Source: an optimization exercise on an open RTL-to-GDS flow (aim: small area). Production flows keep margins and buffers that such runs may drop. No run shown here included a check of the RTL's function; only the layout flow was run.

==> flow/design.v (outline; a module is shown in full before it is edited, if it fits) <==
// module it_mul1: 550 lines
// module it_mul2: 244 lines
// module Reg_Block: 24 lines
// module ImagineThinker: 283 lines
module ImagineThinker(clk,rst,inst_addr,inst_data,data_addr,data_rdata,data_wdata,data_we);
  // ...
==> flow/flow/run.sh <==
#!/bin/bash
# Own layout flow: the standard ORFS flow (standard.sh) with a copy of the
# ORFS scripts in which
#  - synthesis maps logic with an area-oriented ABC script (flow/abc_area.script)
#    and keeps the module hierarchy through technology mapping
#    (SYNTH_HIERARCHICAL=1; the standard flow's synthesis script flattens it afterwards as
#    usual), so that each module is mapped on its own; flip-flops are mapped
#    by the unchanged dfflibmap step, before ABC;
#  - the quick ABC pass inside Yosys's synth is skipped for the multiplier
#    modules only (flow/synth_proc.tcl);
#  - port buffering uses the smallest buffer cell;
#  - clock tree synthesis inserts no dummy loads;
#  - the larger buffers are not used, so repairs use small buffers.
# Each tool's output goes to ORFS's own per-step logs under orfs/logs; this
# script's own output goes to flow_setup.log and flow_make.log.
set -euo pipefail
W=$(pwd)
S=$W/myscripts
{
  rm -rf "$S"
  cp -r "$FLOW_HOME/scripts" "$S"
  cp "$W/flow/abc_area.script" "$S/abc_speed.script"
  cp "$W/flow/abc_area.script" "$S/abc_area.script"
  sed -i 's/buffer_ports {\*}\[env_var_or_empty BUFFER_PORTS_ARGS\]/buffer_ports -buffer_cell sky130_fd_sc_hd__buf_1/' "$S/global_place.tcl"
  sed -i 's/^  -repair_clock_nets\]/  -repair_clock_nets -dont_use_dummy_load]/' "$S/cts.tcl"
  { cat "$W/flow/synth_proc.tcl"; tail -n +2 "$W/synth_recipe.tcl"; } > "$W/my_synth.tcl"
  grep -n "buffer_ports" "$S/global_place.tcl"
  grep -n "dont_use_dummy_load" "$S/cts.tcl"
  cat "$W/my_synth.tcl"
} > "$W/flow_setup.log" 2>&1
DONT_USE_CELLS="sky130_fd_sc_hd__buf_4 sky130_fd_sc_hd__buf_6 sky130_fd_sc_hd__buf_8 sky130_fd_sc_hd__buf_12 sky130_fd_sc_hd__buf_16" \
bash standard.sh SCRIPTS_DIR="$S" SYNTH_HIERARCHICAL=1 SYNTH_SCRIPT="$W/my_synth.tcl" finish > "$W/flow_make.log" 2>&1
==> flow/flow/abc_area.script <==
strash
dch -f
map -a
strash
dch -f
map -a
topo
==> flow/flow/synth_proc.tcl <==
# Replaces the first line of the standard flow's synth_recipe.tcl.  Every synth call still
# runs with -nofsm -noshare.  In the fine stage, the quick ABC pass that
# Yosys's synth runs is skipped for the multiplier modules (it_mul*), whose
# bit-level full-adder equations then reach extract_fa unchanged; every
# other module (all of the registers) gets that pass exactly as before.
proc synth {args} {
  if {[lsearch -exact $args fine:] >= 0} {
    yosys synth -nofsm -noshare -noabc {*}$args
    yosys abc -fast {*}[lsearch -all -inline -not [yosys tee -q -s result.string select -list-mod *] it_mul*]
    yosys opt -fast
  } else {
    yosys synth -nofsm -noshare {*}$args
  }
}
==> flow/standard.sh <==
#!/bin/bash
# synth_recipe.tcl (not shown) runs the flow's synth.tcl, then flattens the netlist and writes it again
# the make line also repeats each setting of config.mk as NAME=value (left out here)
make -C /OpenROAD-flow-scripts/flow DESIGN_CONFIG=/design/flow/config.mk WORK_HOME=/design/flow/orfs CLKGATE_MAP_FILE= SYNTH_SCRIPT=/design/flow/synth_recipe.tcl "${@:-finish}"
==> flow/config.mk <==
export PLATFORM = sky130hd
export DESIGN_NAME = ImagineThinker
export DESIGN_NICKNAME = ImagineThinker
export VERILOG_FILES = /design/flow/design.v
export SDC_FILE = /design/flow/constraint.sdc
export NUM_CORES = 4
export LEC_CHECK = 0
export ABC_CLOCK_PERIOD_IN_PS = 10000
export CAP_MARGIN = 20
export CORE_MARGIN = 2
export CORE_UTILIZATION = 50
export CTS_BUF_LIST = sky130_fd_sc_hd__clkbuf_4
export CTS_CLUSTER_DIAMETER = 60
export CTS_CLUSTER_SIZE = 7
export SLEW_MARGIN = 20
==> flow/constraint.sdc <==
create_clock -name core_clock -period 10.0 [get_ports {clk}]
set_input_delay 2.0000 -clock core_clock [delete_from_list [all_inputs] [get_ports {clk}]]
set_output_delay 2.0000 -clock core_clock [all_outputs]
set_load 0.01 [all_outputs]
==> flow_metrics.env, run 1 <==
export IMPL_status="complete, no violations"
export IMPL_clock_fmax_mhz=103
export IMPL_crit_fanout=6
export IMPL_comb_multi_input_count=1903
export IMPL_dieArea_sq_um=74300
export IMPL_boundaryPins=99
export IMPL_antenna_left=0
export IMPL_avgSynthCellArea_sq_um=12.5
export IMPL_gp_congestion=1.04
export IMPL_synth_compound_area_share=0.130
export IMPL_clock_buffers=114
export IMPL_timing_critical_path_to="pn1[8]$_DFFE_PP_"
export IMPL_final_common_cell="edfxtp_1"
export IMPL_ctsHtreeMaxLevel=3
export IMPL_cts_sinks=718
export IMPL_m1WireLength_um=47500
export IMPL_min_path_type="register to register"
export IMPL_fill_cells=5949
export IMPL_antenna_found_initial=6
export IMPL_maxCapViolations=0
export IMPL_syn2layout_area_growth_pct=13.9
export IMPL_nWellTaps=950
export IMPL_hpwl_um=90700
export IMPL_grt_ovfl_total=0
export IMPL_rows=98
export IMPL_ctsResizeCount=14
export IMPL_min_period_over_period=0.976
export IMPL_synth_fa_ha_area_frac=0.134
export IMPL_io_buffers=98
export IMPL_post_cts_setup_buffer_count=9
export IMPL_bufAreaShareNonClock=0.0631
export IMPL_r2r_cells=42
export IMPL_fin_cells=4277
export IMPL_busiest_layer="met2"
export IMPL_skew_ps=168
export IMPL_cts_buffers=114
export IMPL_pre_cts_ws_ps=-329
export IMPL_grtUsageTotal=0.348
==> module it_mul1, before the edit <==
module it_mul1(x1, x2, y1, y2, s, u);
    input [7:0] x1, x2, y1, y2;
    input s;
    output [16:0] u;
    wire m1_1;
    wire m1_2;
    assign m1_1 = (x1[0] & y1[6]) ^ (x1[1] & y1[5]) ^ (x1[2] & y1[4]);
    assign m1_2 = ((x1[0] & y1[6]) & (x1[1] & y1[5])) | ((x1[2] & y1[4]) & ((x1[0] & y1[6]) ^ (x1[1] & y1[5])));
    wire m1_3;
    wire m1_4;
    assign m1_3 = ~(x1[0] & y1[7]) ^ (x1[1] & y1[6]) ^ (x1[2] & y1[5]);
    assign m1_4 = (~(x1[0] & y1[7]) & (x1[1] & y1[6])) | ((x1[2] & y1[5]) & (~(x1[0] & y1[7]) ^ (x1[1] & y1[6])));
    wire m1_5;
    wire m1_6;
    assign m1_5 = (x1[3] & y1[4]) ^ (x1[4] & y1[3]) ^ (x1[5] & y1[2]);
    assign m1_6 = ((x1[3] & y1[4]) & (x1[4] & y1[3])) | ((x1[5] & y1[2]) & ((x1[3] & y1[4]) ^ (x1[4] & y1[3])));
    wire m1_7;
    wire m1_8;
    assign m1_7 = (x1[6] & y1[1]) ^ ~(x1[7] & y1[0]) ^ ~(x2[0] & y2[7]);
    assign m1_8 = ((x1[6] & y1[1]) & ~(x1[7] & y1[0])) | (~(x2[0] & y2[7]) & ((x1[6] & y1[1]) ^ ~(x1[7] & y1[0])));
    wire m1_9;
    wire m1_10;
    assign m1_9 = ~(x1[1] & y1[7]) ^ (x1[2] & y1[6]) ^ (x1[3] & y1[5]);
    assign m1_10 = (~(x1[1] & y1[7]) & (x1[2] & y1[6])) | ((x1[3] & y1[5]) & (~(x1[1] & y1[7]) ^ (x1[2] & y1[6])));
    wire m1_11;
    wire m1_12;
    assign m1_11 = (x1[4] & y1[4]) ^ (x1[5] & y1[3]) ^ (x1[6] & y1[2]);
    assign m1_12 = ((x1[4] & y1[4]) & (x1[5] & y1[3])) | ((x1[6] & y1[2]) & ((x1[4] & y1[4]) ^ (x1[5] & y1[3])));
    wire m1_13;
    wire m1_14;
    assign m1_13 = ~(x1[7] & y1[1]) ^ ~(x2[1] & y2[7]);
    assign m1_14 = ~(x1[7] & y1[1]) & ~(x2[1] & y2[7]);
    wire m1_15;
    wire m1_16;
    assign m1_15 = ~(x1[2] & y1[7]) ^ (x1[3] & y1[6]) ^ (x1[4] & y1[5]);
    assign m1_16 = (~(x1[2] & y1[7]) & (x1[3] & y1[6])) | ((x1[4] & y1[5]) & (~(x1[2] & y1[7]) ^ (x1[3] & y1[6])));
    wire m1_17;
    wire m1_18;
    assign m1_17 = (x1[0] & y1[4]) ^ (x1[1] & y1[3]) ^ (x1[2] & y1[2]);
    assign m1_18 = ((x1[0] & y1[4]) & (x1[1] & y1[3])) | ((x1[2] & y1[2]) & ((x1[0] & y1[4]) ^ (x1[1] & y1[3])));
    wire m1_19;
    wire m1_20;
    assign m1_19 = (x1[0] & y1[5]) ^ (x1[1] & y1[4]) ^ (x1[2] & y1[3]);
    assign m1_20 = ((x1[0] & y1[5]) & (x1[1] & y1[4])) | ((x1[2] & y1[3]) & ((x1[0] & y1[5]) ^ (x1[1] & y1[4])));
    wire m1_21;
    wire m1_22;
    assign m1_21 = (x1[3] & y1[2]) ^ (x1[4] & y1[1]) ^ (x1[5] & y1[0]);
    assign m1_22 = ((x1[3] & y1[2]) & (x1[4] & y1[1])) | ((x1[5] & y1[0]) & ((x1[3] & y1[2]) ^ (x1[4] & y1[1])));
    wire m1_23;
    wire m1_24;
    assign m1_23 = (x2[0] & y2[5]) ^ (x2[1] & y2[4]);
    assign m1_24 = (x2[0] & y2[5]) & (x2[1] & y2[4]);
    wire m1_25;
    wire m1_26;
    assign m1_25 = m1_1 ^ (x1[3] & y1[3]) ^ (x1[4] & y1[2]);
    assign m1_26 = (m1_1 & (x1[3] & y1[3])) | ((x1[4] & y1[2]) & (m1_1 ^ (x1[3] & y1[3])));
    wire m1_27;
    wire m1_28;
    assign m1_27 = (x1[5] & y1[1]) ^ (x1[6] & y1[0]) ^ (x2[0] & y2[6]);
    assign m1_28 = ((x1[5] & y1[1]) & (x1[6] & y1[0])) | ((x2[0] & y2[6]) & ((x1[5] & y1[1]) ^ (x1[6] & y1[0])));
    wire m1_29;
    wire m1_30;
    assign m1_29 = (x2[1] & y2[5]) ^ (x2[2] & y2[4]) ^ (x2[3] & y2[3]);
    assign m1_30 = ((x2[1] & y2[5]) & (x2[2] & y2[4])) | ((x2[3] & y2[3]) & ((x2[1] & y2[5]) ^ (x2[2] & y2[4])));
    wire m1_31;
    wire m1_32;
    assign m1_31 = (x2[4] & y2[2]) ^ (x2[5] & y2[1]);
    assign m1_32 = (x2[4] & y2[2]) & (x2[5] & y2[1]);
    wire m1_33;
    wire m1_34;
    assign m1_33 = m1_3 ^ m1_5 ^ m1_7;
    assign m1_34 = (m1_3 & m1_5) | (m1_7 & (m1_3 ^ m1_5));
    wire m1_35;
    wire m1_36;
    assign m1_35 = (x2[1] & y2[6]) ^ (x2[2] & y2[5]) ^ (x2[3] & y2[4]);
    assign m1_36 = ((x2[1] & y2[6]) & (x2[2] & y2[5])) | ((x2[3] & y2[4]) & ((x2[1] & y2[6]) ^ (x2[2] & y2[5])));
    wire m1_37;
    wire m1_38;
    assign m1_37 = (x2[4] & y2[3]) ^ (x2[5] & y2[2]) ^ (x2[6] & y2[1]);
    assign m1_38 = ((x2[4] & y2[3]) & (x2[5] & y2[2])) | ((x2[6] & y2[1]) & ((x2[4] & y2[3]) ^ (x2[5] & y2[2])));
    wire m1_39;
    wire m1_40;
    assign m1_39 = ~(x2[7] & y2[0]) ^ ~(s & y2[7]) ^ 1'b1;
    assign m1_40 = (~(x2[7] & y2[0]) & ~(s & y2[7])) | (1'b1 & (~(x2[7] & y2[0]) ^ ~(s & y2[7])));
    wire m1_41;
    wire m1_42;
    assign m1_41 = m1_9 ^ m1_11 ^ m1_13;
    assign m1_42 = (m1_9 & m1_11) | (m1_13 & (m1_9 ^ m1_11));
    wire m1_43;
    wire m1_44;
    assign m1_43 = (x2[2] & y2[6]) ^ (x2[3] & y2[5]) ^ (x2[4] & y2[4]);
    assign m1_44 = ((x2[2] & y2[6]) & (x2[3] & y2[5])) | ((x2[4] & y2[4]) & ((x2[2] & y2[6]) ^ (x2[3] & y2[5])));
    wire m1_45;
    wire m1_46;
    assign m1_45 = (x2[5] & y2[3]) ^ (x2[6] & y2[2]) ^ ~(x2[7] & y2[1]);
    assign m1_46 = ((x2[5] & y2[3]) & (x2[6] & y2[2])) | (~(x2[7] & y2[1]) & ((x2[5] & y2[3]) ^ (x2[6] & y2[2])));
    wire m1_47;
    wire m1_48;
    assign m1_47 = 1'b1 ^ m1_4 ^ m1_6;
    assign m1_48 = (1'b1 & m1_4) | (m1_6 & (1'b1 ^ m1_4));
    wire m1_49;
    wire m1_50;
    assign m1_49 = m1_15 ^ (x1[5] & y1[4]) ^ (x1[6] & y1[3]);
    assign m1_50 = (m1_15 & (x1[5] & y1[4])) | ((x1[6] & y1[3]) & (m1_15 ^ (x1[5] & y1[4])));
    wire m1_51;
    wire m1_52;
    assign m1_51 = ~(x1[7] & y1[2]) ^ ~(x2[2] & y2[7]) ^ (x2[3] & y2[6]);
    assign m1_52 = (~(x1[7] & y1[2]) & ~(x2[2] & y2[7])) | ((x2[3] & y2[6]) & (~(x1[7] & y1[2]) ^ ~(x2[2] & y2[7])));
    wire m1_53;
    wire m1_54;
    assign m1_53 = (x2[4] & y2[5]) ^ (x2[5] & y2[4]) ^ (x2[6] & y2[3]);
    assign m1_54 = ((x2[4] & y2[5]) & (x2[5] & y2[4])) | ((x2[6] & y2[3]) & ((x2[4] & y2[5]) ^ (x2[5] & y2[4])));
    wire m1_55;
    wire m1_56;
    assign m1_55 = ~(x2[7] & y2[2]) ^ m1_10 ^ m1_12;
    assign m1_56 = (~(x2[7] & y2[2]) & m1_10) | (m1_12 & (~(x2[7] & y2[2]) ^ m1_10));
    wire m1_57;
    wire m1_58;
    assign m1_57 = ~(x1[3] & y1[7]) ^ (x1[4] & y1[6]) ^ (x1[5] & y1[5]);
    assign m1_58 = (~(x1[3] & y1[7]) & (x1[4] & y1[6])) | ((x1[5] & y1[5]) & (~(x1[3] & y1[7]) ^ (x1[4] & y1[6])));
    wire m1_59;
    wire m1_60;
    assign m1_59 = (x1[6] & y1[4]) ^ ~(x1[7] & y1[3]) ^ ~(x2[3] & y2[7]);
    assign m1_60 = ((x1[6] & y1[4]) & ~(x1[7] & y1[3])) | (~(x2[3] & y2[7]) & ((x1[6] & y1[4]) ^ ~(x1[7] & y1[3])));
    wire m1_61;
    wire m1_62;
    assign m1_61 = (x2[4] & y2[6]) ^ (x2[5] & y2[5]) ^ (x2[6] & y2[4]);
    assign m1_62 = ((x2[4] & y2[6]) & (x2[5] & y2[5])) | ((x2[6] & y2[4]) & ((x2[4] & y2[6]) ^ (x2[5] & y2[5])));
    wire m1_63;
    wire m1_64;
    assign m1_63 = ~(x1[4] & y1[7]) ^ (x1[5] & y1[6]) ^ (x1[6] & y1[5]);
    assign m1_64 = (~(x1[4] & y1[7]) & (x1[5] & y1[6])) | ((x1[6] & y1[5]) & (~(x1[4] & y1[7]) ^ (x1[5] & y1[6])));
    wire m1_65;
    wire m1_66;
    assign m1_65 = (x1[0] & y1[2]) ^ (x1[1] & y1[1]);
    assign m1_66 = (x1[0] & y1[2]) & (x1[1] & y1[1]);
    wire m1_67;
    wire m1_68;
    assign m1_67 = (x1[0] & y1[3]) ^ (x1[1] & y1[2]) ^ (x1[2] & y1[1]);
    assign m1_68 = ((x1[0] & y1[3]) & (x1[1] & y1[2])) | ((x1[2] & y1[1]) & ((x1[0] & y1[3]) ^ (x1[1] & y1[2])));
    wire m1_69;
    wire m1_70;
    assign m1_69 = (x1[3] & y1[0]) ^ (x2[0] & y2[3]) ^ (x2[1] & y2[2]);
    assign m1_70 = ((x1[3] & y1[0]) & (x2[0] & y2[3])) | ((x2[1] & y2[2]) & ((x1[3] & y1[0]) ^ (x2[0] & y2[3])));
    wire m1_71;
    wire m1_72;
    assign m1_71 = m1_17 ^ (x1[3] & y1[1]) ^ (x1[4] & y1[0]);
    assign m1_72 = (m1_17 & (x1[3] & y1[1])) | ((x1[4] & y1[0]) & (m1_17 ^ (x1[3] & y1[1])));
    wire m1_73;
    wire m1_74;
    assign m1_73 = (x2[0] & y2[4]) ^ (x2[1] & y2[3]) ^ (x2[2] & y2[2]);
    assign m1_74 = ((x2[0] & y2[4]) & (x2[1] & y2[3])) | ((x2[2] & y2[2]) & ((x2[0] & y2[4]) ^ (x2[1] & y2[3])));
    wire m1_75;
    wire m1_76;
    assign m1_75 = (x2[3] & y2[1]) ^ (x2[4] & y2[0]);
    assign m1_76 = (x2[3] & y2[1]) & (x2[4] & y2[0]);
    wire m1_77;
    wire m1_78;
    assign m1_77 = m1_19 ^ m1_21 ^ m1_23;
    assign m1_78 = (m1_19 & m1_21) | (m1_23 & (m1_19 ^ m1_21));
    wire m1_79;
    wire m1_80;
    assign m1_79 = (x2[2] & y2[3]) ^ (x2[3] & y2[2]) ^ (x2[4] & y2[1]);
    assign m1_80 = ((x2[2] & y2[3]) & (x2[3] & y2[2])) | ((x2[4] & y2[1]) & ((x2[2] & y2[3]) ^ (x2[3] & y2[2])));
    wire m1_81;
    wire m1_82;
    assign m1_81 = (x2[5] & y2[0]) ^ (s & y2[5]) ^ m1_18;
    assign m1_82 = ((x2[5] & y2[0]) & (s & y2[5])) | (m1_18 & ((x2[5] & y2[0]) ^ (s & y2[5])));
    wire m1_83;
    wire m1_84;
    assign m1_83 = m1_25 ^ m1_27 ^ m1_29;
    assign m1_84 = (m1_25 & m1_27) | (m1_29 & (m1_25 ^ m1_27));
    wire m1_85;
    wire m1_86;
    assign m1_85 = m1_31 ^ (x2[6] & y2[0]) ^ (s & y2[6]);
    assign m1_86 = (m1_31 & (x2[6] & y2[0])) | ((s & y2[6]) & (m1_31 ^ (x2[6] & y2[0])));
    wire m1_87;
    wire m1_88;
    assign m1_87 = m1_20 ^ m1_22 ^ m1_24;
    assign m1_88 = (m1_20 & m1_22) | (m1_24 & (m1_20 ^ m1_22));
    wire m1_89;
    wire m1_90;
    assign m1_89 = m1_33 ^ m1_35 ^ m1_37;
    assign m1_90 = (m1_33 & m1_35) | (m1_37 & (m1_33 ^ m1_35));
    wire m1_91;
    wire m1_92;
    assign m1_91 = m1_39 ^ m1_2 ^ m1_26;
    assign m1_92 = (m1_39 & m1_2) | (m1_26 & (m1_39 ^ m1_2));
    wire m1_93;
    wire m1_94;
    assign m1_93 = m1_28 ^ m1_30 ^ m1_32;
    assign m1_94 = (m1_28 & m1_30) | (m1_32 & (m1_28 ^ m1_30));
    wire m1_95;
    wire m1_96;
    assign m1_95 = m1_41 ^ m1_43 ^ m1_45;
    assign m1_96 = (m1_41 & m1_43) | (m1_45 & (m1_41 ^ m1_43));
    wire m1_97;
    wire m1_98;
    assign m1_97 = m1_47 ^ m1_8 ^ m1_34;
    assign m1_98 = (m1_47 & m1_8) | (m1_34 & (m1_47 ^ m1_8));
    wire m1_99;
    wire m1_100;
    assign m1_99 = m1_36 ^ m1_38 ^ m1_40;
    assign m1_100 = (m1_36 & m1_38) | (m1_40 & (m1_36 ^ m1_38));
    wire m1_101;
    wire m1_102;
    assign m1_101 = m1_49 ^ m1_51 ^ m1_53;
    assign m1_102 = (m1_49 & m1_51) | (m1_53 & (m1_49 ^ m1_51));
    wire m1_103;
    wire m1_104;
    assign m1_103 = m1_55 ^ m1_14 ^ m1_42;
    assign m1_104 = (m1_55 & m1_14) | (m1_42 & (m1_55 ^ m1_14));
    wire m1_105;
    wire m1_106;
    assign m1_105 = m1_44 ^ m1_46 ^ m1_48;
    assign m1_106 = (m1_44 & m1_46) | (m1_48 & (m1_44 ^ m1_46));
    wire m1_107;
    wire m1_108;
    assign m1_107 = m1_57 ^ m1_59 ^ m1_61;
    assign m1_108 = (m1_57 & m1_59) | (m1_61 & (m1_57 ^ m1_59));
    wire m1_109;
    wire m1_110;
    assign m1_109 = ~(x2[7] & y2[3]) ^ m1_16 ^ m1_50;
    assign m1_110 = (~(x2[7] & y2[3]) & m1_16) | (m1_50 & (~(x2[7] & y2[3]) ^ m1_16));
    wire m1_111;
    wire m1_112;
    assign m1_111 = m1_52 ^ m1_54 ^ m1_56;
    assign m1_112 = (m1_52 & m1_54) | (m1_56 & (m1_52 ^ m1_54));
    wire m1_113;
    wire m1_114;
    assign m1_113 = m1_63 ^ ~(x1[7] & y1[4]) ^ ~(x2[4] & y2[7]);
    assign m1_114 = (m1_63 & ~(x1[7] & y1[4])) | (~(x2[4] & y2[7]) & (m1_63 ^ ~(x1[7] & y1[4])));
    wire m1_115;
    wire m1_116;
    assign m1_115 = (x2[5] & y2[6]) ^ (x2[6] & y2[5]) ^ ~(x2[7] & y2[4]);
    assign m1_116 = ((x2[5] & y2[6]) & (x2[6] & y2[5])) | (~(x2[7] & y2[4]) & ((x2[5] & y2[6]) ^ (x2[6] & y2[5])));
    wire m1_117;
    wire m1_118;
    assign m1_117 = m1_58 ^ m1_60 ^ m1_62;
    assign m1_118 = (m1_58 & m1_60) | (m1_62 & (m1_58 ^ m1_60));
    wire m1_119;
    wire m1_120;
    assign m1_119 = ~(x1[5] & y1[7]) ^ (x1[6] & y1[6]) ^ ~(x1[7] & y1[5]);
    assign m1_120 = (~(x1[5] & y1[7]) & (x1[6] & y1[6])) | (~(x1[7] & y1[5]) & (~(x1[5] & y1[7]) ^ (x1[6] & y1[6])));
    wire m1_121;
    wire m1_122;
    assign m1_121 = ~(x2[5] & y2[7]) ^ (x2[6] & y2[6]) ^ ~(x2[7] & y2[5]);
    assign m1_122 = (~(x2[5] & y2[7]) & (x2[6] & y2[6])) | (~(x2[7] & y2[5]) & (~(x2[5] & y2[7]) ^ (x2[6] & y2[6])));
    wire m1_123;
    wire m1_124;
    assign m1_123 = (x1[0] & y1[1]) ^ (x1[1] & y1[0]);
    assign m1_124 = (x1[0] & y1[1]) & (x1[1] & y1[0]);
    wire m1_125;
    wire m1_126;
    assign m1_125 = m1_65 ^ (x1[2] & y1[0]) ^ (x2[0] & y2[2]);
    assign m1_126 = (m1_65 & (x1[2] & y1[0])) | ((x2[0] & y2[2]) & (m1_65 ^ (x1[2] & y1[0])));
    wire m1_127;
    wire m1_128;
    assign m1_127 = (x2[1] & y2[1]) ^ (x2[2] & y2[0]);
    assign m1_128 = (x2[1] & y2[1]) & (x2[2] & y2[0]);
    wire m1_129;
    wire m1_130;
    assign m1_129 = m1_67 ^ m1_69 ^ (x2[2] & y2[1]);
    assign m1_130 = (m1_67 & m1_69) | ((x2[2] & y2[1]) & (m1_67 ^ m1_69));
    wire m1_131;
    wire m1_132;
    assign m1_131 = (x2[3] & y2[0]) ^ (s & y2[3]) ^ m1_66;
    assign m1_132 = ((x2[3] & y2[0]) & (s & y2[3])) | (m1_66 & ((x2[3] & y2[0]) ^ (s & y2[3])));
    wire m1_133;
    wire m1_134;
    assign m1_133 = m1_71 ^ m1_73 ^ m1_75;
    assign m1_134 = (m1_71 & m1_73) | (m1_75 & (m1_71 ^ m1_73));
    wire m1_135;
    wire m1_136;
    assign m1_135 = (s & y2[4]) ^ m1_68 ^ m1_70;
    assign m1_136 = ((s & y2[4]) & m1_68) | (m1_70 & ((s & y2[4]) ^ m1_68));
    wire m1_137;
    wire m1_138;
    assign m1_137 = m1_77 ^ m1_79 ^ m1_81;
    assign m1_138 = (m1_77 & m1_79) | (m1_81 & (m1_77 ^ m1_79));
    wire m1_139;
    wire m1_140;
    assign m1_139 = m1_72 ^ m1_74 ^ m1_76;
    assign m1_140 = (m1_72 & m1_74) | (m1_76 & (m1_72 ^ m1_74));
    wire m1_141;
    wire m1_142;
    assign m1_141 = m1_83 ^ m1_85 ^ m1_87;
    assign m1_142 = (m1_83 & m1_85) | (m1_87 & (m1_83 ^ m1_85));
    wire m1_143;
    wire m1_144;
    assign m1_143 = m1_78 ^ m1_80 ^ m1_82;
    assign m1_144 = (m1_78 & m1_80) | (m1_82 & (m1_78 ^ m1_80));
    wire m1_145;
    wire m1_146;
    assign m1_145 = m1_89 ^ m1_91 ^ m1_93;
    assign m1_146 = (m1_89 & m1_91) | (m1_93 & (m1_89 ^ m1_91));
    wire m1_147;
    wire m1_148;
    assign m1_147 = m1_84 ^ m1_86 ^ m1_88;
    assign m1_148 = (m1_84 & m1_86) | (m1_88 & (m1_84 ^ m1_86));
    wire m1_149;
    wire m1_150;
    assign m1_149 = m1_95 ^ m1_97 ^ m1_99;
    assign m1_150 = (m1_95 & m1_97) | (m1_99 & (m1_95 ^ m1_97));
    wire m1_151;
    wire m1_152;
    assign m1_151 = m1_90 ^ m1_92 ^ m1_94;
    assign m1_152 = (m1_90 & m1_92) | (m1_94 & (m1_90 ^ m1_92));
    wire m1_153;
    wire m1_154;
    assign m1_153 = m1_101 ^ m1_103 ^ m1_105;
    assign m1_154 = (m1_101 & m1_103) | (m1_105 & (m1_101 ^ m1_103));
    wire m1_155;
    wire m1_156;
    assign m1_155 = m1_96 ^ m1_98 ^ m1_100;
    assign m1_156 = (m1_96 & m1_98) | (m1_100 & (m1_96 ^ m1_98));
    wire m1_157;
    wire m1_158;
    assign m1_157 = m1_107 ^ m1_109 ^ m1_111;
    assign m1_158 = (m1_107 & m1_109) | (m1_111 & (m1_107 ^ m1_109));
    wire m1_159;
    wire m1_160;
    assign m1_159 = m1_102 ^ m1_104 ^ m1_106;
    assign m1_160 = (m1_102 & m1_104) | (m1_106 & (m1_102 ^ m1_104));
    wire m1_161;
    wire m1_162;
    assign m1_161 = m1_113 ^ m1_115 ^ m1_117;
    assign m1_162 = (m1_113 & m1_115) | (m1_117 & (m1_113 ^ m1_115));
    wire m1_163;
    wire m1_164;
    assign m1_163 = m1_108 ^ m1_110 ^ m1_112;
    assign m1_164 = (m1_108 & m1_110) | (m1_112 & (m1_108 ^ m1_110));
    wire m1_165;
    wire m1_166;
    assign m1_165 = m1_119 ^ m1_121 ^ m1_64;
    assign m1_166 = (m1_119 & m1_121) | (m1_64 & (m1_119 ^ m1_121));
    wire m1_167;
    wire m1_168;
    assign m1_167 = m1_114 ^ m1_116 ^ m1_118;
    assign m1_168 = (m1_114 & m1_116) | (m1_118 & (m1_114 ^ m1_116));
    wire m1_169;
    wire m1_170;
    assign m1_169 = ~(x1[6] & y1[7]) ^ ~(x1[7] & y1[6]) ^ ~(x2[6] & y2[7]);
    assign m1_170 = (~(x1[6] & y1[7]) & ~(x1[7] & y1[6])) | (~(x2[6] & y2[7]) & (~(x1[6] & y1[7]) ^ ~(x1[7] & y1[6])));
    wire m1_171;
    wire m1_172;
    assign m1_171 = ~(x2[7] & y2[6]) ^ m1_120 ^ m1_122;
    assign m1_172 = (~(x2[7] & y2[6]) & m1_120) | (m1_122 & (~(x2[7] & y2[6]) ^ m1_120));
    wire m1_173;
    wire m1_174;
    assign m1_173 = m1_123 ^ (x2[0] & y2[1]);
    assign m1_174 = m1_123 & (x2[0] & y2[1]);
    wire m1_175;
    wire m1_176;
    assign m1_175 = m1_125 ^ m1_127 ^ (s & y2[2]);
    assign m1_176 = (m1_125 & m1_127) | ((s & y2[2]) & (m1_125 ^ m1_127));
    wire m1_177;
    wire m1_178;
    assign m1_177 = m1_129 ^ m1_131 ^ m1_126;
    assign m1_178 = (m1_129 & m1_131) | (m1_126 & (m1_129 ^ m1_131));
    wire m1_179;
    wire m1_180;
    assign m1_179 = m1_133 ^ m1_135 ^ m1_130;
    assign m1_180 = (m1_133 & m1_135) | (m1_130 & (m1_133 ^ m1_135));
    wire m1_181;
    wire m1_182;
    assign m1_181 = m1_137 ^ m1_139 ^ m1_134;
    assign m1_182 = (m1_137 & m1_139) | (m1_134 & (m1_137 ^ m1_139));
    wire m1_183;
    wire m1_184;
    assign m1_183 = m1_141 ^ m1_143 ^ m1_138;
    assign m1_184 = (m1_141 & m1_143) | (m1_138 & (m1_141 ^ m1_143));
    wire m1_185;
    wire m1_186;
    assign m1_185 = m1_145 ^ m1_147 ^ m1_142;
    assign m1_186 = (m1_145 & m1_147) | (m1_142 & (m1_145 ^ m1_147));
    wire m1_187;
    wire m1_188;
    assign m1_187 = m1_149 ^ m1_151 ^ m1_146;
    assign m1_188 = (m1_149 & m1_151) | (m1_146 & (m1_149 ^ m1_151));
    wire m1_189;
    wire m1_190;
    assign m1_189 = m1_153 ^ m1_155 ^ m1_150;
    assign m1_190 = (m1_153 & m1_155) | (m1_150 & (m1_153 ^ m1_155));
    wire m1_191;
    wire m1_192;
    assign m1_191 = m1_157 ^ m1_159 ^ m1_154;
    assign m1_192 = (m1_157 & m1_159) | (m1_154 & (m1_157 ^ m1_159));
    wire m1_193;
    wire m1_194;
    assign m1_193 = m1_161 ^ m1_163 ^ m1_158;
    assign m1_194 = (m1_161 & m1_163) | (m1_158 & (m1_161 ^ m1_163));
    wire m1_195;
    wire m1_196;
    assign m1_195 = m1_165 ^ m1_167 ^ m1_162;
    assign m1_196 = (m1_165 & m1_167) | (m1_162 & (m1_165 ^ m1_167));
    wire m1_197;
    wire m1_198;
    assign m1_197 = m1_169 ^ m1_171 ^ m1_166;
    assign m1_198 = (m1_169 & m1_171) | (m1_166 & (m1_169 ^ m1_171));
    wire m1_199;
    wire m1_200;
    assign m1_199 = (x1[7] & y1[7]) ^ (x2[7] & y2[7]) ^ m1_170;
    assign m1_200 = ((x1[7] & y1[7]) & (x2[7] & y2[7])) | (m1_170 & ((x1[7] & y1[7]) ^ (x2[7] & y2[7])));
    wire m1_201;
    wire m1_202;
    assign m1_201 = (x1[0] & y1[0]) ^ (x2[0] & y2[0]);
    assign m1_202 = (x1[0] & y1[0]) & (x2[0] & y2[0]);
    wire m1_203;
    wire m1_204;
    assign m1_203 = m1_173 ^ (x2[1] & y2[0]) ^ (s & y2[1]);
    assign m1_204 = (m1_173 & (x2[1] & y2[0])) | ((s & y2[1]) & (m1_173 ^ (x2[1] & y2[0])));
    wire m1_205;
    wire m1_206;
    assign m1_205 = m1_175 ^ m1_124 ^ m1_174;
    assign m1_206 = (m1_175 & m1_124) | (m1_174 & (m1_175 ^ m1_124));
    wire m1_207;
    wire m1_208;
    assign m1_207 = m1_177 ^ m1_128 ^ m1_176;
    assign m1_208 = (m1_177 & m1_128) | (m1_176 & (m1_177 ^ m1_128));
    wire m1_209;
    wire m1_210;
    assign m1_209 = m1_179 ^ m1_132 ^ m1_178;
    assign m1_210 = (m1_179 & m1_132) | (m1_178 & (m1_179 ^ m1_132));
    wire m1_211;
    wire m1_212;
    assign m1_211 = m1_181 ^ m1_136 ^ m1_180;
    assign m1_212 = (m1_181 & m1_136) | (m1_180 & (m1_181 ^ m1_136));
    wire m1_213;
    wire m1_214;
    assign m1_213 = m1_183 ^ m1_140 ^ m1_182;
    assign m1_214 = (m1_183 & m1_140) | (m1_182 & (m1_183 ^ m1_140));
    wire m1_215;
    wire m1_216;
    assign m1_215 = m1_185 ^ m1_144 ^ m1_184;
    assign m1_216 = (m1_185 & m1_144) | (m1_184 & (m1_185 ^ m1_144));
    wire m1_217;
    wire m1_218;
    assign m1_217 = m1_187 ^ m1_148 ^ m1_186;
    assign m1_218 = (m1_187 & m1_148) | (m1_186 & (m1_187 ^ m1_148));
    wire m1_219;
    wire m1_220;
    assign m1_219 = m1_189 ^ m1_152 ^ m1_188;
    assign m1_220 = (m1_189 & m1_152) | (m1_188 & (m1_189 ^ m1_152));
    wire m1_221;
    wire m1_222;
    assign m1_221 = m1_191 ^ m1_156 ^ m1_190;
    assign m1_222 = (m1_191 & m1_156) | (m1_190 & (m1_191 ^ m1_156));
    wire m1_223;
    wire m1_224;
    assign m1_223 = m1_193 ^ m1_160 ^ m1_192;
    assign m1_224 = (m1_193 & m1_160) | (m1_192 & (m1_193 ^ m1_160));
    wire m1_225;
    wire m1_226;
    assign m1_225 = m1_195 ^ m1_164 ^ m1_194;
    assign m1_226 = (m1_195 & m1_164) | (m1_194 & (m1_195 ^ m1_164));
    wire m1_227;
    wire m1_228;
    assign m1_227 = m1_197 ^ m1_168 ^ m1_196;
    assign m1_228 = (m1_197 & m1_168) | (m1_196 & (m1_197 ^ m1_168));
    wire m1_229;
    wire m1_230;
    assign m1_229 = m1_199 ^ m1_172 ^ m1_198;
    assign m1_230 = (m1_199 & m1_172) | (m1_198 & (m1_199 ^ m1_172));
    wire m1_231;
    wire m1_232;
    assign m1_231 = m1_201 ^ (s & y2[0]);
    assign m1_232 = m1_201 & (s & y2[0]);
    assign u[0] = m1_231;
    wire m1_233;
    wire m1_234;
    assign m1_233 = m1_203 ^ m1_202 ^ m1_232;
    assign m1_234 = (m1_203 & m1_202) | (m1_232 & (m1_203 ^ m1_202));
    assign u[1] = m1_233;
    wire m1_235;
    wire m1_236;
    assign m1_235 = m1_205 ^ m1_204 ^ m1_234;
    assign m1_236 = (m1_205 & m1_204) | (m1_234 & (m1_205 ^ m1_204));
    assign u[2] = m1_235;
    wire m1_237;
    wire m1_238;
    assign m1_237 = m1_207 ^ m1_206 ^ m1_236;
    assign m1_238 = (m1_207 & m1_206) | (m1_236 & (m1_207 ^ m1_206));
    assign u[3] = m1_237;
    wire m1_239;
    wire m1_240;
    assign m1_239 = m1_209 ^ m1_208 ^ m1_238;
    assign m1_240 = (m1_209 & m1_208) | (m1_238 & (m1_209 ^ m1_208));
    assign u[4] = m1_239;
    wire m1_241;
    wire m1_242;
    assign m1_241 = m1_211 ^ m1_210 ^ m1_240;
    assign m1_242 = (m1_211 & m1_210) | (m1_240 & (m1_211 ^ m1_210));
    assign u[5] = m1_241;
    wire m1_243;
    wire m1_244;
    assign m1_243 = m1_213 ^ m1_212 ^ m1_242;
    assign m1_244 = (m1_213 & m1_212) | (m1_242 & (m1_213 ^ m1_212));
    assign u[6] = m1_243;
    wire m1_245;
    wire m1_246;
    assign m1_245 = m1_215 ^ m1_214 ^ m1_244;
    assign m1_246 = (m1_215 & m1_214) | (m1_244 & (m1_215 ^ m1_214));
    assign u[7] = m1_245;
    wire m1_247;
    wire m1_248;
    assign m1_247 = m1_217 ^ m1_216 ^ m1_246;
    assign m1_248 = (m1_217 & m1_216) | (m1_246 & (m1_217 ^ m1_216));
    assign u[8] = m1_247;
    wire m1_249;
    wire m1_250;
    assign m1_249 = m1_219 ^ m1_218 ^ m1_248;
    assign m1_250 = (m1_219 & m1_218) | (m1_248 & (m1_219 ^ m1_218));
    assign u[9] = m1_249;
    wire m1_251;
    wire m1_252;
    assign m1_251 = m1_221 ^ m1_220 ^ m1_250;
    assign m1_252 = (m1_221 & m1_220) | (m1_250 & (m1_221 ^ m1_220));
    assign u[10] = m1_251;
    wire m1_253;
    wire m1_254;
    assign m1_253 = m1_223 ^ m1_222 ^ m1_252;
    assign m1_254 = (m1_223 & m1_222) | (m1_252 & (m1_223 ^ m1_222));
    assign u[11] = m1_253;
    wire m1_255;
    wire m1_256;
    assign m1_255 = m1_225 ^ m1_224 ^ m1_254;
    assign m1_256 = (m1_225 & m1_224) | (m1_254 & (m1_225 ^ m1_224));
    assign u[12] = m1_255;
    wire m1_257;
    wire m1_258;
    assign m1_257 = m1_227 ^ m1_226 ^ m1_256;
    assign m1_258 = (m1_227 & m1_226) | (m1_256 & (m1_227 ^ m1_226));
    assign u[13] = m1_257;
    wire m1_259;
    wire m1_260;
    assign m1_259 = m1_229 ^ m1_228 ^ m1_258;
    assign m1_260 = (m1_229 & m1_228) | (m1_258 & (m1_229 ^ m1_228));
    assign u[14] = m1_259;
    wire m1_261;
    wire m1_262;
    assign m1_261 = m1_200 ^ m1_230 ^ m1_260;
    assign m1_262 = (m1_200 & m1_230) | (m1_260 & (m1_200 ^ m1_230));
    assign u[15] = m1_261;
    wire m1_263;
    wire m1_264;
    assign m1_263 = 1'b1 ^ m1_262;
    assign m1_264 = 1'b1 & m1_262;
    assign u[16] = m1_263;
endmodule
==> run 2: changes to the inputs <==
--- a/flow/design.v
+++ b/flow/design.v
@@ -462,91 +462,9 @@
     wire m1_230;
     assign m1_229 = m1_199 ^ m1_172 ^ m1_198;
     assign m1_230 = (m1_199 & m1_172) | (m1_198 & (m1_199 ^ m1_172));
-    wire m1_231;
-    wire m1_232;
-    assign m1_231 = m1_201 ^ (s & y2[0]);
-    assign m1_232 = m1_201 & (s & y2[0]);
-    assign u[0] = m1_231;
-    wire m1_233;
-    wire m1_234;
-    assign m1_233 = m1_203 ^ m1_202 ^ m1_232;
-    assign m1_234 = (m1_203 & m1_202) | (m1_232 & (m1_203 ^ m1_202));
-    assign u[1] = m1_233;
-    wire m1_235;
-    wire m1_236;
-    assign m1_235 = m1_205 ^ m1_204 ^ m1_234;
-    assign m1_236 = (m1_205 & m1_204) | (m1_234 & (m1_205 ^ m1_204));
-    assign u[2] = m1_235;
-    wire m1_237;
-    wire m1_238;
-    assign m1_237 = m1_207 ^ m1_206 ^ m1_236;
-    assign m1_238 = (m1_207 & m1_206) | (m1_236 & (m1_207 ^ m1_206));
-    assign u[3] = m1_237;
-    wire m1_239;
-    wire m1_240;
-    assign m1_239 = m1_209 ^ m1_208 ^ m1_238;
-    assign m1_240 = (m1_209 & m1_208) | (m1_238 & (m1_209 ^ m1_208));
-    assign u[4] = m1_239;
-    wire m1_241;
-    wire m1_242;
-    assign m1_241 = m1_211 ^ m1_210 ^ m1_240;
-    assign m1_242 = (m1_211 & m1_210) | (m1_240 & (m1_211 ^ m1_210));
-    assign u[5] = m1_241;
-    wire m1_243;
-    wire m1_244;
-    assign m1_243 = m1_213 ^ m1_212 ^ m1_242;
-    assign m1_244 = (m1_213 & m1_212) | (m1_242 & (m1_213 ^ m1_212));
-    assign u[6] = m1_243;
-    wire m1_245;
-    wire m1_246;
-    assign m1_245 = m1_215 ^ m1_214 ^ m1_244;
-    assign m1_246 = (m1_215 & m1_214) | (m1_244 & (m1_215 ^ m1_214));
-    assign u[7] = m1_245;
-    wire m1_247;
-    wire m1_248;
-    assign m1_247 = m1_217 ^ m1_216 ^ m1_246;
-    assign m1_248 = (m1_217 & m1_216) | (m1_246 & (m1_217 ^ m1_216));
-    assign u[8] = m1_247;
-    wire m1_249;
-    wire m1_250;
-    assign m1_249 = m1_219 ^ m1_218 ^ m1_248;
-    assign m1_250 = (m1_219 & m1_218) | (m1_248 & (m1_219 ^ m1_218));
-    assign u[9] = m1_249;
-    wire m1_251;
-    wire m1_252;
-    assign m1_251 = m1_221 ^ m1_220 ^ m1_250;
-    assign m1_252 = (m1_221 & m1_220) | (m1_250 & (m1_221 ^ m1_220));
-    assign u[10] = m1_251;
-    wire m1_253;
-    wire m1_254;
-    assign m1_253 = m1_223 ^ m1_222 ^ m1_252;
-    assign m1_254 = (m1_223 & m1_222) | (m1_252 & (m1_223 ^ m1_222));
-    assign u[11] = m1_253;
-    wire m1_255;
-    wire m1_256;
-    assign m1_255 = m1_225 ^ m1_224 ^ m1_254;
-    assign m1_256 = (m1_225 & m1_224) | (m1_254 & (m1_225 ^ m1_224));
-    assign u[12] = m1_255;
-    wire m1_257;
-    wire m1_258;
-    assign m1_257 = m1_227 ^ m1_226 ^ m1_256;
-    assign m1_258 = (m1_227 & m1_226) | (m1_256 & (m1_227 ^ m1_226));
-    assign u[13] = m1_257;
-    wire m1_259;
-    wire m1_260;
-    assign m1_259 = m1_229 ^ m1_228 ^ m1_258;
-    assign m1_260 = (m1_229 & m1_228) | (m1_258 & (m1_229 ^ m1_228));
-    assign u[14] = m1_259;
-    wire m1_261;
-    wire m1_262;
-    assign m1_261 = m1_200 ^ m1_230 ^ m1_260;
-    assign m1_262 = (m1_200 & m1_230) | (m1_260 & (m1_200 ^ m1_230));
-    assign u[15] = m1_261;
-    wire m1_263;
-    wire m1_264;
-    assign m1_263 = 1'b1 ^ m1_262;
-    assign m1_264 = 1'b1 & m1_262;
-    assign u[16] = m1_263;
+    wire [16:0] m1_ra = {1'b1, m1_200, m1_229, m1_227, m1_225, m1_223, m1_221, m1_219, m1_217, m1_215, m1_213, m1_211, m1_209, m1_207, m1_205, m1_203, m1_201};
+    wire [16:0] m1_rb = {1'b0, m1_230, m1_228, m1_226, m1_224, m1_222, m1_220, m1_218, m1_216, m1_214, m1_212, m1_210, m1_208, m1_206, m1_204, m1_202, (s & y2[0])};
+    it_cpa17 m1_add(.a(m1_ra), .b(m1_rb), .s(u));
 endmodule
 module it_mul2(a1, a2, b1, b2, u);
     input [7:0] a1, a2, b1, b2;
@@ -792,6 +710,21 @@
     assign m2_116 = (m2_99 & m2_98) | (m2_114 & (m2_99 ^ m2_98));
     assign u[7] = m2_115;
 endmodule
+module it_cpa17(a, b, s);
+    input  [16:0] a, b;
+    output [16:0] s;
+    wire   [16:0] g = a & b;
+    wire   [16:0] p = a ^ b;
+    wire   [17:0] c;
+    assign c[0] = 1'b0;
+    genvar i;
+    generate
+        for (i = 0; i < 17; i = i + 1) begin : carry
+            assign c[i+1] = g[i] | (p[i] & c[i]);
+        end
+    endgenerate
+    assign s = p ^ c[16:0];
+endmodule
 `timescale 1ns / 1ps
 module Reg_Block(clk, we, waddr, wdata0, wdata1, wsel, raddr_a, raddr_b, rdata_a, rdata_b);
     input         clk;
--- a/flow/flow/run.sh
+++ b/flow/flow/run.sh
@@ -8,9 +8,11 @@
 #    by the unchanged dfflibmap step, before ABC;
 #  - the quick ABC pass inside Yosys's synth is skipped for the multiplier
 #    modules only (flow/synth_proc.tcl);
+#  - full adders are not extracted in the multiplier's final carry-propagate
+#    adder (module it_cpa17), so ABC maps its carry chain as plain gates,
+#    which are faster than a chain of full-adder cells;
 #  - port buffering uses the smallest buffer cell;
-#  - clock tree synthesis inserts no dummy loads;
-#  - the larger buffers are not used, so repairs use small buffers.
+#  - clock tree synthesis inserts no dummy loads.
 # Each tool's output goes to ORFS's own per-step logs under orfs/logs; this
 # script's own output goes to flow_setup.log and flow_make.log.
 set -euo pipefail
@@ -24,9 +26,10 @@
   sed -i 's/buffer_ports {\*}\[env_var_or_empty BUFFER_PORTS_ARGS\]/buffer_ports -buffer_cell sky130_fd_sc_hd__buf_1/' "$S/global_place.tcl"
   sed -i 's/^  -repair_clock_nets\]/  -repair_clock_nets -dont_use_dummy_load]/' "$S/cts.tcl"
   { cat "$W/flow/synth_proc.tcl"; tail -n +2 "$W/synth_recipe.tcl"; } > "$W/my_synth.tcl"
+  sed -i 's/^  extract_fa {\*}\[dont_use_extract_fa_args\]$/  extract_fa {*}[dont_use_extract_fa_args] {*}[lsearch -all -inline -not [tee -q -s result.string select -list-mod *] it_cpa*]/' "$S/synth.tcl"
+  grep -n "extract_fa {" "$S/synth.tcl"
   grep -n "buffer_ports" "$S/global_place.tcl"
   grep -n "dont_use_dummy_load" "$S/cts.tcl"
   cat "$W/my_synth.tcl"
 } > "$W/flow_setup.log" 2>&1
-DONT_USE_CELLS="sky130_fd_sc_hd__buf_4 sky130_fd_sc_hd__buf_6 sky130_fd_sc_hd__buf_8 sky130_fd_sc_hd__buf_12 sky130_fd_sc_hd__buf_16" \
 bash standard.sh SCRIPTS_DIR="$S" SYNTH_HIERARCHICAL=1 SYNTH_SCRIPT="$W/my_synth.tcl" finish > "$W/flow_make.log" 2>&1
==> flow_metrics.env, run 2 <==
export IMPL_status="complete, no violations"
export IMPL_antenna_left=0
export IMPL_io_buffers=98
export IMPL_fin_area_sq_um=41100
export IMPL_grt_pass1_wl_um=187000
export IMPL_clock_latency_ps=1000
export IMPL_pre_cts_ws_ps=-199
export IMPL_drt_pass1_iter_count=6
export IMPL_critPathTopFamily="adder cells"
export IMPL_skew_ps=164
export IMPL_cp_common_cell="fa_1"
export IMPL_finalWorstSetupSlack_ps=338
export IMPL_synth_area_leaders="edfxtp_1 56%, fa_1 11%, o22ai_1 9.2%"
export IMPL_ctsHtreeMaxLevel=3
export IMPL_rsz0062_at_grt="true"
export IMPL_layout_common_cells="676 x edfxtp_1, 532 x o22ai_1, 322 x nor2_1"
export IMPL_synth_top_family_by_area="compound AO/OA/AOI/OAI gates"
export IMPL_cp_required_ps=10600
export IMPL_maxCapViolations=0
export IMPL_rows=98
export IMPL_slowest_delay_ps=570
export IMPL_clockRootBuffer="clkbuf_4"
export IMPL_boundaryPins=99
export IMPL_final_common_cell="edfxtp_1"
export IMPL_period_needed_ps=9660
export IMPL_slowest_stage="fa_1"
export IMPL_die_h_um=273
export IMPL_grt_ovfl_total=0
export IMPL_synth_top_area_frac=0.562
export IMPL_worstPathArrival_ps=10260
export IMPL_drt_wl_total_um=130000
export IMPL_vias_per_cell=6.56
export IMPL_post_route_drc_count=0
export IMPL_clock_fmax_mhz=104
export IMPL_synth_compound_area_share=0.135
export IMPL_slew_viol_final=0
export IMPL_post_synth_num_cell_types=35
export IMPL_syn_nets=3250
export IMPL_final_nets=3700
export IMPL_tightest_slew_ps=1240
export IMPL_min_period_over_period=0.966
export IMPL_cts_tree="yes"
export IMPL_netlist_area_sq_um=36100
export IMPL_wire_per_inst_um=29.9
export IMPL_antenna_found_initial=7
export IMPL_syn2layout_area_growth_pct=13.8
export IMPL_hold_viol=0
export IMPL_avgSynthCellArea_sq_um=12.2
export IMPL_grtUsageTotal=0.347
export IMPL_synth_xor_area_share=0.0172
export IMPL_dieArea_sq_um=74400
export IMPL_synth_edf_count=676
export IMPL_placed_cells=4223
export IMPL_yosys_cell_count_top_type="edfxtp_1"
export IMPL_hold_slack_ps=417
export IMPL_crit_fanout=17
export IMPL_cts_clk_slew_worst_paths_ps=90
export IMPL_yosys_warnings=8
export IMPL_grt_max_degree=58
export IMPL_regMostFlops="regs.rfn"
export IMPL_hpwl_um=90500
export IMPL_startpoint_type="register"
export IMPL_coreArea_sq_um=71500
export IMPL_gp_congestion=0.977
export IMPL_yosys_area_share_simple=0.104
export IMPL_cts_path_max_buffers=3
export IMPL_drive_gt1_frac=0.137
export IMPL_start_util=0.505
export IMPL_synth_mux_area_frac=0.00444
export IMPL_slew_headroom=0.168
export IMPL_synth_main_ff_cell="edfxtp_1"
export IMPL_yosys_area_top_type="edfxtp_1"
export IMPL_setup_violations=0
export IMPL_drt_initial_drc_count=3427
export IMPL_setup_worst_path_class="register to register"
export IMPL_syn_inst=2958
export IMPL_cts_buffers=113
export IMPL_ys_ff_latch=718
export IMPL_grt_pass1_vias=28100
export IMPL_utilization=0.575
export IMPL_synth_fa_ha_area_frac=0.125
export IMPL_largest_register_ffs=512
export IMPL_min_path_type="register to register"
export IMPL_synthTopCellsByCount="676 x edfxtp_1, 532 x o22ai_1, 348 x nor2_1, 259 x clkinv_1, 241 x nand2_1"
export IMPL_post_dp_cell_area_sq_um=39700
export IMPL_fin_cells=4357
export IMPL_cts_sinks=718
export IMPL_async_reset_ff_frac=0
export IMPL_die_w_um=273
export IMPL_path_buf_inv=9
export IMPL_critPathCaptureType="register"
export IMPL_vias=28600
export IMPL_seq_area_frac_synth=0.586
==> run 2: changes by cell type after synthesis, sizes merged, moves of 3 or more <==
cell    delta
o211ai     +3
o221ai     +4
a221oi     -4
nor3       -5
xor2      +11
nand2     +14
buf       -17
a31oi      -3
clkinv    +24
nor2      +37
xnor2      -5
fa        -15
o21ai      +6
a21oi     +29
==> run 2: routing by layer <==
metal / wire length, um / GRT usage
met1: 47900 / 0.439
met2: 62500 / 0.570
met3: 12000 / 0.0659
met4: 7560 / 0.182
met5: 23 / 0
==> run 2: timing repair <==
| action | 4_1_cts | 5_1_grt |
|---|---|---|
| endpoints found under the hold margin | 0 | 0 |
| buffers inserted | 1 | 11 |
| hold buffers | 0 | 0 |
| gates resized for setup | 5 | 82 |
| pin swaps | 0 | 19 |
| endpoints found under the setup margin | 11 | 53 |
==> run 2: cells by family after synthesis <==
family                     count (synthesis)
buffers and inverters                    267
xor gates and xnor gates                  71
muxes                                     16
DFF                                      718
adders and majority gates                242
other                                      2
AOI/OAI and AO/OA                        788
and+or+nand+nor                          854
==> run 2: area by class of cell <==
cell class / count / area, sq um
Multi-Input combinational cell: 1973 / 14400
Clock buffer: 113 / 848
Tap cell: 950 / 1190
Antenna cell: 1 / 2.50
Sequential cell: 718 / 21100
Timing Repair Buffer: 343 / 2480
Inverter: 259 / 987
Fill cell: 5979 / 30400
==> run 2: path summary, 6_finish.rpt <==
kind / startpoint / end / slack [ps] / cells past startpoint
max: e_da[10]$_DFFE_PP_ / pn1[2]$_DFFE_PP_ / 340 / 35
max reg2reg: e_da[10]$_DFFE_PP_ / pn1[2]$_DFFE_PP_ / 340 / 35
min reg2reg: d_b[6]$_DFFE_PN_ / e_b[6]$_DFFE_PN_ / 420 / 0
min: d_b[6]$_DFFE_PN_ / e_b[6]$_DFFE_PN_ / 420 / 0
==> run 2: metrics by stage <==
stage               setup TNS, ps
finish                          0
floorplan                       0
global route                 -796
detailed placement           -930
global placement                0
CTS                             0
==> run 2: modules after synthesis (local to each module, per instance) <==
module	copies in the design	cells	cell area, sq um
it_mul1	1	324	3000
Reg_Block	1	1341	20400
it_cpa17	1	109	475
it_mul2	1	179	1500
ImagineThinker	1	1005	10800
==> run 3: changes to the inputs <==
--- a/flow/design.v
+++ b/flow/design.v
@@ -713,17 +713,24 @@
 module it_cpa17(a, b, s);
     input  [16:0] a, b;
     output [16:0] s;
-    wire   [16:0] g = a & b;
-    wire   [16:0] p = a ^ b;
-    wire   [17:0] c;
-    assign c[0] = 1'b0;
-    genvar i;
-    generate
-        for (i = 0; i < 17; i = i + 1) begin : carry
-            assign c[i+1] = g[i] | (p[i] & c[i]);
+    function [9:0] radd;         
+        input [8:0] x, y;
+        input c;
+        integer k;
+        reg cc;
+        begin
+            cc = c;
+            for (k = 0; k < 9; k = k + 1) begin
+                radd[k] = x[k] ^ y[k] ^ cc;
+                cc = (x[k] & y[k]) | (cc & (x[k] ^ y[k]));
+            end
+            radd[9] = cc;
         end
-    endgenerate
-    assign s = p ^ c[16:0];
+    endfunction
+    wire [9:0] lo  = radd({1'b0, a[7:0]}, {1'b0, b[7:0]}, 1'b0);
+    wire [9:0] hi0 = radd(a[16:8], b[16:8], 1'b0);
+    wire [9:0] hi1 = radd(a[16:8], b[16:8], 1'b1);
+    assign s = {(lo[8] ? hi1[8:0] : hi0[8:0]), lo[7:0]};
 endmodule
 `timescale 1ns / 1ps
 module Reg_Block(clk, we, waddr, wdata0, wdata1, wsel, raddr_a, raddr_b, rdata_a, rdata_b);
--- a/flow/flow/run.sh
+++ b/flow/flow/run.sh
@@ -8,9 +8,6 @@
 #    by the unchanged dfflibmap step, before ABC;
 #  - the quick ABC pass inside Yosys's synth is skipped for the multiplier
 #    modules only (flow/synth_proc.tcl);
-#  - full adders are not extracted in the multiplier's final carry-propagate
-#    adder (module it_cpa17), so ABC maps its carry chain as plain gates,
-#    which are faster than a chain of full-adder cells;
 #  - port buffering uses the smallest buffer cell;
 #  - clock tree synthesis inserts no dummy loads.
 # Each tool's output goes to ORFS's own per-step logs under orfs/logs; this
@@ -26,8 +23,6 @@
   sed -i 's/buffer_ports {\*}\[env_var_or_empty BUFFER_PORTS_ARGS\]/buffer_ports -buffer_cell sky130_fd_sc_hd__buf_1/' "$S/global_place.tcl"
   sed -i 's/^  -repair_clock_nets\]/  -repair_clock_nets -dont_use_dummy_load]/' "$S/cts.tcl"
   { cat "$W/flow/synth_proc.tcl"; tail -n +2 "$W/synth_recipe.tcl"; } > "$W/my_synth.tcl"
-  sed -i 's/^  extract_fa {\*}\[dont_use_extract_fa_args\]$/  extract_fa {*}[dont_use_extract_fa_args] {*}[lsearch -all -inline -not [tee -q -s result.string select -list-mod *] it_cpa*]/' "$S/synth.tcl"
-  grep -n "extract_fa {" "$S/synth.tcl"
   grep -n "buffer_ports" "$S/global_place.tcl"
   grep -n "dont_use_dummy_load" "$S/cts.tcl"
   cat "$W/my_synth.tcl"
==> flow_metrics.env, run 3 <==
export IMPL_status="complete, no violations"
export IMPL_utilization=0.577
export IMPL_grt_max_degree=60
export IMPL_regArea_sq_um=21100
export IMPL_setup_violations=0
export IMPL_drt_wl_total_um=128000
export IMPL_gp_congestion=1.03
export IMPL_cp_common_cell="fa_2"
export IMPL_yosys_cell_count_top_type="edfxtp_1"
export IMPL_fill_cells=5971
export IMPL_setup_worst_path_class="register to register"
export IMPL_netlist_area_sq_um=36000
export IMPL_fin_area_sq_um=41200
export IMPL_final_common_cell="edfxtp_1"
export IMPL_coreArea_sq_um=71400
export IMPL_slew_headroom=0.173
export IMPL_grt_pass1_wl_um=185000
export IMPL_cts_buffers=114
export IMPL_vias=28300
export IMPL_die_h_um=272
export IMPL_synth_main_ff_cell="edfxtp_1"
export IMPL_start_util=0.505
export IMPL_largest_register_ffs=512
export IMPL_grt_ovfl_total=0
export IMPL_rsz0062_at_grt="true"
export IMPL_critPathCaptureType="register"
export IMPL_syn2layout_area_growth_pct=14.3
export IMPL_rows=98
export IMPL_layout_common_cells="676 x edfxtp_1, 529 x o22ai_1, 280 x nor2_1"
export IMPL_ys_ff_latch=718
export IMPL_drt_initial_drc_count=3822
export IMPL_startpoint_type="register"
export IMPL_drt_pass1_iter_count=9
export IMPL_async_reset_ff_frac=0
export IMPL_hold_viol=0
export IMPL_syn_inst=2881
export IMPL_wire_per_inst_um=29.8
export IMPL_slowest_delay_ps=570
export IMPL_period_needed_ps=9780
export IMPL_maxCapViolations=0
export IMPL_min_period_over_period=0.978
export IMPL_slew_viol_final=0
export IMPL_postCtsHoldBufs=0
export IMPL_post_dp_cell_area_sq_um=39500
export IMPL_die_w_um=272
export IMPL_synth_area_leaders="edfxtp_1 56%, fa_1 12%, o22ai_1 9.2%"
export IMPL_synth_edf_count=676
export IMPL_io_buffers=98
export IMPL_cp_required_ps=10580
export IMPL_yosys_area_top_type="edfxtp_1"
export IMPL_ctsHtreeMaxLevel=3
export IMPL_antenna_found_initial=6
export IMPL_post_route_drc_count=0
export IMPL_crit_fanout=7
export IMPL_drive_gt1_frac=0.155
export IMPL_antenna_left=0
export IMPL_syn_nets=3190
export IMPL_slowest_stage="fa_1"
export IMPL_synth_top_area_frac=0.564
export IMPL_clockRootBuffer="clkbuf_4"
export IMPL_hpwl_um=89400
export IMPL_boundaryPins=99
export IMPL_grt_pass1_vias=28000
export IMPL_clock_fmax_mhz=102
export IMPL_vias_per_cell=6.59
export IMPL_min_path_type="register to register"
export IMPL_regMostFlops="regs.rfn"
export IMPL_final_nets=3661
export IMPL_cts_tree="yes"
export IMPL_tightest_slew_ps=1230
export IMPL_synthTopCellsByCount="676 x edfxtp_1, 529 x o22ai_1, 305 x nor2_1, 245 x clkinv_1, 222 x nand2_1"
export IMPL_dieArea_sq_um=74200
export IMPL_worstPathArrival_ps=10360
export IMPL_path_buf_inv=6
export IMPL_clock_latency_ps=970
export IMPL_critPathTopFamily="adder cells"
export IMPL_cts_clk_slew_worst_paths_ps=90
export IMPL_skew_ps=120
export IMPL_avgSynthCellArea_sq_um=12.5
export IMPL_cts_sinks=718
export IMPL_pre_cts_ws_ps=-250
export IMPL_seq_area_frac_synth=0.587
export IMPL_setup_tns_ps=0
export IMPL_finalWorstSetupSlack_ps=218
export IMPL_grtUsageTotal=0.343
export IMPL_post_synth_num_cell_types=32
export IMPL_hold_slack_ps=396
export IMPL_yosys_warnings=9
export IMPL_multiInputGateArea_sq_um=14500
export IMPL_cts_path_max_buffers=3
==> run 3: cell count changes after synthesis, moves of 6 or more <==
cell      change
nor2_1       -43
a221oi_1      +6
nand2_1      -19
a21oi_1      -19
clkinv_1     -14
fa_1         +14
o221ai_1      -6
o21ai_0       +6
==> run 3: cells by family (layout without fill, tap and decap cells) <==
family                   count (synthesis)  in the layout  synth area share
other                                    2              5          0.000209
buffers and inverters                  253            721            0.0272
multiplexers                            16             16           0.00445
AND/OR/NAND/NOR                        798            799            0.0986
flip-flops                             718            718             0.587
AO/OA/AOI/OAI                          767            767             0.132
XOR/XNOR                                68             68            0.0165
adder cells (fa/ha/maj)                259            259             0.134
==> run 3: metrics by stage <==
stage,std cells
6_report,4303
5_1_grt,4303
2_1_floorplan,2881
4_1_cts,4275
3_3_place_gp,4141
3_5_place_dp,4143
==> run 3: final cells by class <==
cell class	instances	share of cell area
Clock buffer	114	0.0208
Antenna cell	3	0.000182
Multi-Input combinational cell	1911	0.351
Inverter	245	0.0231
Sequential cell	718	0.514
Timing Repair Buffer	362	0.0621
Tap cell	950	0.0289
==> run 3: worst paths after layout <==
| path | end | slack (ps) | cells after the start | start |
|---|---|---|---|---|
| setup / recovery | pn1[7]$_DFFE_PP_ | 220 | 41 | f_c2$_DFF_P_ |
| setup reg to reg | pn1[7]$_DFFE_PP_ | 220 | 41 | f_c2$_DFF_P_ |
| hold reg to reg | e_c[2]$_DFFE_PN_ | 400 | 0 | d_c[2]$_DFFE_PN_ |
| hold / removal | e_c[2]$_DFFE_PN_ | 400 | 0 | d_c[2]$_DFFE_PN_ |
==> run 3: metal layers <==
layer | vias up | part of all wire | track usage
li1 | 12000 | - | -
met1 | 14000 | 0.37 | 0.438
met2 | 1883 | 0.47 | 0.562
met3 | 406 | 0.095 | 0.0652
met4 | 4 | 0.063 | 0.176
met5 | - | 0.00017 | 0
==> run 3: what timing repair did <==
action                     4_1_cts  5_1_grt
resized for setup               30       72
gates cloned                     1        0
setup endpoints to repair       25       38
pin swaps                       18       49
buffers inserted                17       13
==> run 3: Yosys stat by module, one instance, submodules excluded <==
module / cells / flops+latches
ImagineThinker: 1009 / 206
it_mul1: 324 / 0
it_mul2: 179 / 0
it_cpa17: 28 / 0
Reg_Block: 1341 / 512

==> separate check: timing with driven ports <==
How much do the figures lean on ideal ports? The routed layouts below were timed once more, with nothing changed but the port constraints. Step 1, drivers: a clkbuf_16 drives clk and a buf_2 each remaining input, both assumed. Step 2 also shifts input and output timing later by t, the mid clock arrival at the registers, as if the neighbouring blocks saw the same clock. a / b / c = ideal / step 1 / step 2; a / b = the first two.
run | t (ns) | slack for setup (ns) | latest minus earliest clock arrival (ns) | slew at the worst register clock pin (ns) | pins driven straight from the clock port
run 1 | 0.956 | 0.244 / 0.244 / 0.244 | 0.168 / 0.168 | 0.10 / 0.10 | 1
run 2 | 0.971 | 0.338 / 0.338 / 0.338 | 0.202 / 0.203 | 0.10 / 0.10 | 1
run 3 | 0.963 | 0.218 / 0.218 / 0.218 | 0.150 / 0.150 | 0.11 / 0.11 | 1
After both steps every run listed still meets setup and hold.
